Source: an optimization exercise on an open RTL-to-GDS flow (aim: small area and a short achievable clock period). Production flows keep margins and buffers that such runs may drop.
At most, simulation tests tie the RTL to the original design; equivalence was not proved.

07-27:
// fp16MAC
module fp16MAC(a, b, acc, CLK, RESETn);
	input [15:0] a, b;
	input CLK, RESETn;
	output reg [15:0] acc;
	wire        pre_s;
	wire [4:0]  pre_e;
	wire [1:0]  pre_c;
	fm_mul_pre u_pre(.a(a), .b(b), .s(pre_s), .e(pre_e), .c(pre_c));
	reg        in_s;
	reg [1:0]  in_c;
	reg [4:0]  in_e;
	reg [9:0]  in_ma, in_mb;
	wire [12:0] mul_m;
	wire        mul_st;
	fm_mul_prod u_prod(.ma(in_ma), .mb(in_mb), .m(mul_m), .st(mul_st));
	reg        md_s;
	reg [1:0]  md_c;
	reg [4:0]  md_e;
	reg [12:0] md_m;
	reg        md_st;
	wire [15:0] prod_w;
	fm_mul_round u_rnd(.s(md_s), .e(md_e), .c(md_c), .m(md_m), .st(md_st), .p(prod_w));
	reg [15:0] prod;
	wire [15:0] sum_w;
	fm_add u_add(.A(acc), .B(prod), .Y(sum_w));
	always @(posedge CLK, negedge RESETn) begin
		if (!RESETn) begin
			in_s <= 1'b0;
			in_c <= 2'd0;
			md_s <= 1'b0;
			md_c <= 2'd0;
			prod <= 16'd0;
			acc  <= 16'd0;
		end else begin
			in_s <= pre_s;
			in_c <= pre_c;
			md_s <= in_s;
			md_c <= in_c;
			prod <= prod_w;
			acc  <= sum_w;
		end
	end
	always @(posedge CLK) begin
		in_e  <= pre_e;
		in_ma <= a[9:0];
		in_mb <= b[9:0];
		md_e  <= in_e;
		md_m  <= mul_m;
		md_st <= mul_st;
	end
endmodule
clock: 15.5 ns
lec_check: 0
abc_area: 1
cap_margin: 20
core_margin: 2
core_utilization: 55
slew_margin: 20
synth_hierarchical: 1
standard.sh (not shown) runs the stock make flow with config.mk's settings and CLKGATE_MAP_FILE= SYNTH_SCRIPT=/design/flow/synth_recipe.tcl, a recipe that flattens the netlist after the stock synthesis.
==> flow/flow/run.sh <==
#!/bin/bash
# Own flow: the standard layout (standard.sh, unchanged ORFS scripts and
# settings) with its own synthesis script, flow/own_synth.tcl (see there).
# Floorplan, power grid, placement, clock tree and routing are the standard
# flow's.  Each make step writes its full log under orfs/logs/; the make
# output itself goes to standard.log here.
set -euo pipefail
sed -E "s#SYNTH_SCRIPT=[^ ]+#SYNTH_SCRIPT=$PWD/flow/own_synth.tcl SETUP_SLACK_MARGIN=9.8#" standard.sh > own_standard.sh
grep -q "SYNTH_SCRIPT=$PWD/flow/own_synth.tcl" own_standard.sh
bash own_standard.sh > standard.log 2>&1
==> flow/flow/abc_area.script <==
strash
dch
amap
topo
stime -c
buffer -c
upsize -c
dnsize -c
==> flow/flow/abc_fast.script <==
strash
balance
rewrite
refactor
balance
rewrite -z
refactor -z
balance
rewrite -z
refactor -z
balance
dch
map -B 0.9
topo
stime -c
buffer -c
upsize -c
dnsize -c
==> flow/flow/own_synth.tcl <==
set own_dir [file dirname [file normalize [info script]]]
proc synth {args} {
  if {[lsearch -exact $args "fine:"] >= 0} {
    yosys synth -nofsm -noshare -noabc {*}$args
  } else {
    yosys synth -nofsm -noshare {*}$args
  }
}
proc extract_fa {args} { yosys extract_fa {*}$args fm_mul_prod }
proc keep_hierarchy {args} {
  foreach m {fm_add fm_mul_prod fm_mul_round} { yosys setattr -mod -set keep_hierarchy 1 $m }
}
proc abc {args} {
  global own_dir
  set i [expr {[lsearch -exact $args -script] + 1}]
  yosys abc {*}[lreplace $args $i $i $own_dir/abc_fast.script] fm_add
  yosys abc {*}[lreplace $args $i $i $own_dir/abc_area.script] fm_mul_prod fm_mul_round fp16MAC
}
source $::env(SCRIPTS_DIR)/synth.tcl
# left out here: clear keep_hierarchy, flatten, clean up, hide names made inside functions, write 1_2_yosys.v
Changes in 11-12 relative to 07-27:
--- a/flow/design.v
+++ b/flow/design.v
@@ -343,15 +343,13 @@
 	wire fs88 = fc70 ^ fs71 ^ mb[8];
 	wire fc88 = (fc70 & fs71) | (fc70 & mb[8]) | (fs71 & mb[8]);
 	wire fs89 = fc71 ^ ma[9] ^ mb[9];
 	wire fc89 = (fc71 & ma[9]) | (fc71 & mb[9]) | (ma[9] & mb[9]);
 	wire [21:0] ra = {1'b0, fc89, fc88, fc87, fc86, fc85, fc84, fc83, fc82, fc81, fc80, fc79, fc78, fc77, fc76, fc75, fc74, fc73, hc72, hs72, pp_0_1, pp_0_0};
 	wire [21:0] rb = {1'b0, 1'b1, fs89, fs88, fs87, fs86, fs85, fs84, fs83, fs82, fs81, fs80, fs79, fs78, fs77, fs76, fs75, fs74, fs73, pp_2_0, pp_1_0, 1'b0};
-	wire [21:0] p;
-	wire        pc;
-	fm_sk #(22) u_cpa(.a(ra), .b(rb), .cin(1'b0), .sum(p), .cout(pc));
+	wire [21:0] p = ra + rb;
 	assign m  = p[21:9];
 	assign st = |p[8:0];
 endmodule
 module fm_mul_round(s, e, c, m, st, p);
 	input         s;
 	input  [4:0]  e;
@@ -398,17 +396,18 @@
 	fm_sk #(5) u_dba(.a(eB), .b(~eA), .cin(1'b1), .sum(dba), .cout(cba));    
 	wire [9:0] mdum;
 	wire       cm;
 	fm_sk #(10) u_mc(.a(mA), .b(~mB), .cin(1'b1), .sum(mdum), .cout(cm));    
 	wire       d0   = cab & cba;
 	wire       ge   = cab;                       
-	wire       gm   = cab & (~cba | cm);         
+	wire       zz   = zA | zB;
+	wire       gm   = cab & (~cba | cm) & ~zA;   
 	wire [4:0] d    = ge ? dab : dba;
 	wire [4:0] emax = ge ? eA : eB;
 	wire [10:0] Mbig = gm ? {1'b1, mA} : {1'b1, mB};
-	wire [10:0] Msm  = gm ? {1'b1, mB} : {1'b1, mA};
+	wire [10:0] Msm  = zz ? 11'd0 : gm ? {1'b1, mB} : {1'b1, mA};
 	wire        sbig = gm ? sA : sB;
 	wire [21:0] yal = {Msm, 11'b0} >> d;
 	wire        st8 = |yal[8:0];
 	wire        st9 = st8 | yal[9];
 	wire        st10 = st9 | yal[10];
 	wire [11:0] H;
@@ -455,18 +454,16 @@
 	wire [10:0] V  = T[10:0] << lz;
 	wire [4:0]  en;
 	wire        enc;
 	fm_sk #(5) u_en(.a(emax), .b(~{1'b0, lz}), .cin(1'b0), .sum(en), .cout(enc));    
 	wire        nv = V[10];
 	wire [15:0] near_res = nv ? {sbig, en, V[9:0]} : {6'b0, V[9:0]};
-	wire        near_sel = sub & (d0 | ((d == 5'd1) & ~T[11]));
+	wire        near_sel = sub & ~zz & (d0 | ((d == 5'd1) & ~T[11]));
 	wire [15:0] normal = near_sel ? near_res : {sbig, far_mag};
 	assign Y = nan ? 16'h7c01 :
-	           zA  ? B :
-	           zB  ? A :
-	           (iA | iB) ? (sub ? 16'h7c01 : {sA, 15'h7c00}) :
+	           ((iA | iB) & ~zz) ? (sub ? 16'h7c01 : {sA, 15'h7c00}) :
 	           normal;
 endmodule
 module fp16MAC(a, b, acc, CLK, RESETn);
 	input [15:0] a, b;
 	input CLK, RESETn;
 	output reg [15:0] acc;
## What came out
- 11-12 vs 07-27, arrival time at the worst endpoint went up by 30 ps.
- Cell area | 11-12 vs 07-27 | 11-12 larger
- 11-12 against 07-27: wire length shows a reduction of 96 um, cell count of the worst reg-to-reg path shows an increase of 22, aggregate global routing overflow shows no meaningful change, mean routed wirelength per cell shows no meaningful change.
Only the layout flow was run in 11-12; the RTL was not checked for function there.

-- separate check: timing with driven ports --
The flow's constraints put no driver on any port. The routed layouts listed below were extracted and timed again, unchanged, in two steps. Step 1 sets driving cells, clkbuf_16 on the clock port and buf_2 on the other inputs (assumed; they add their load-dependent delay and slew). Step 2, shift: input delay + t, output delay - t, t = (earliest + latest rising clock arrival at the registers) / 2. This alone moves slack from input paths to output paths. Slacks: ideal ports / drivers / drivers and shift; pairs: ideal ports / drivers.
run	t, ns	slack for setup (ns)	slew at the worst register clock pin (ns)	cell pins on the clock port's net
07-27	0.386	10.167 / 10.167 / 10.167	0.07 / 0.07	1
11-12	0.371	10.109 / 10.109 / 10.109	0.07 / 0.07	1
After both steps setup and hold are still met in every run listed.
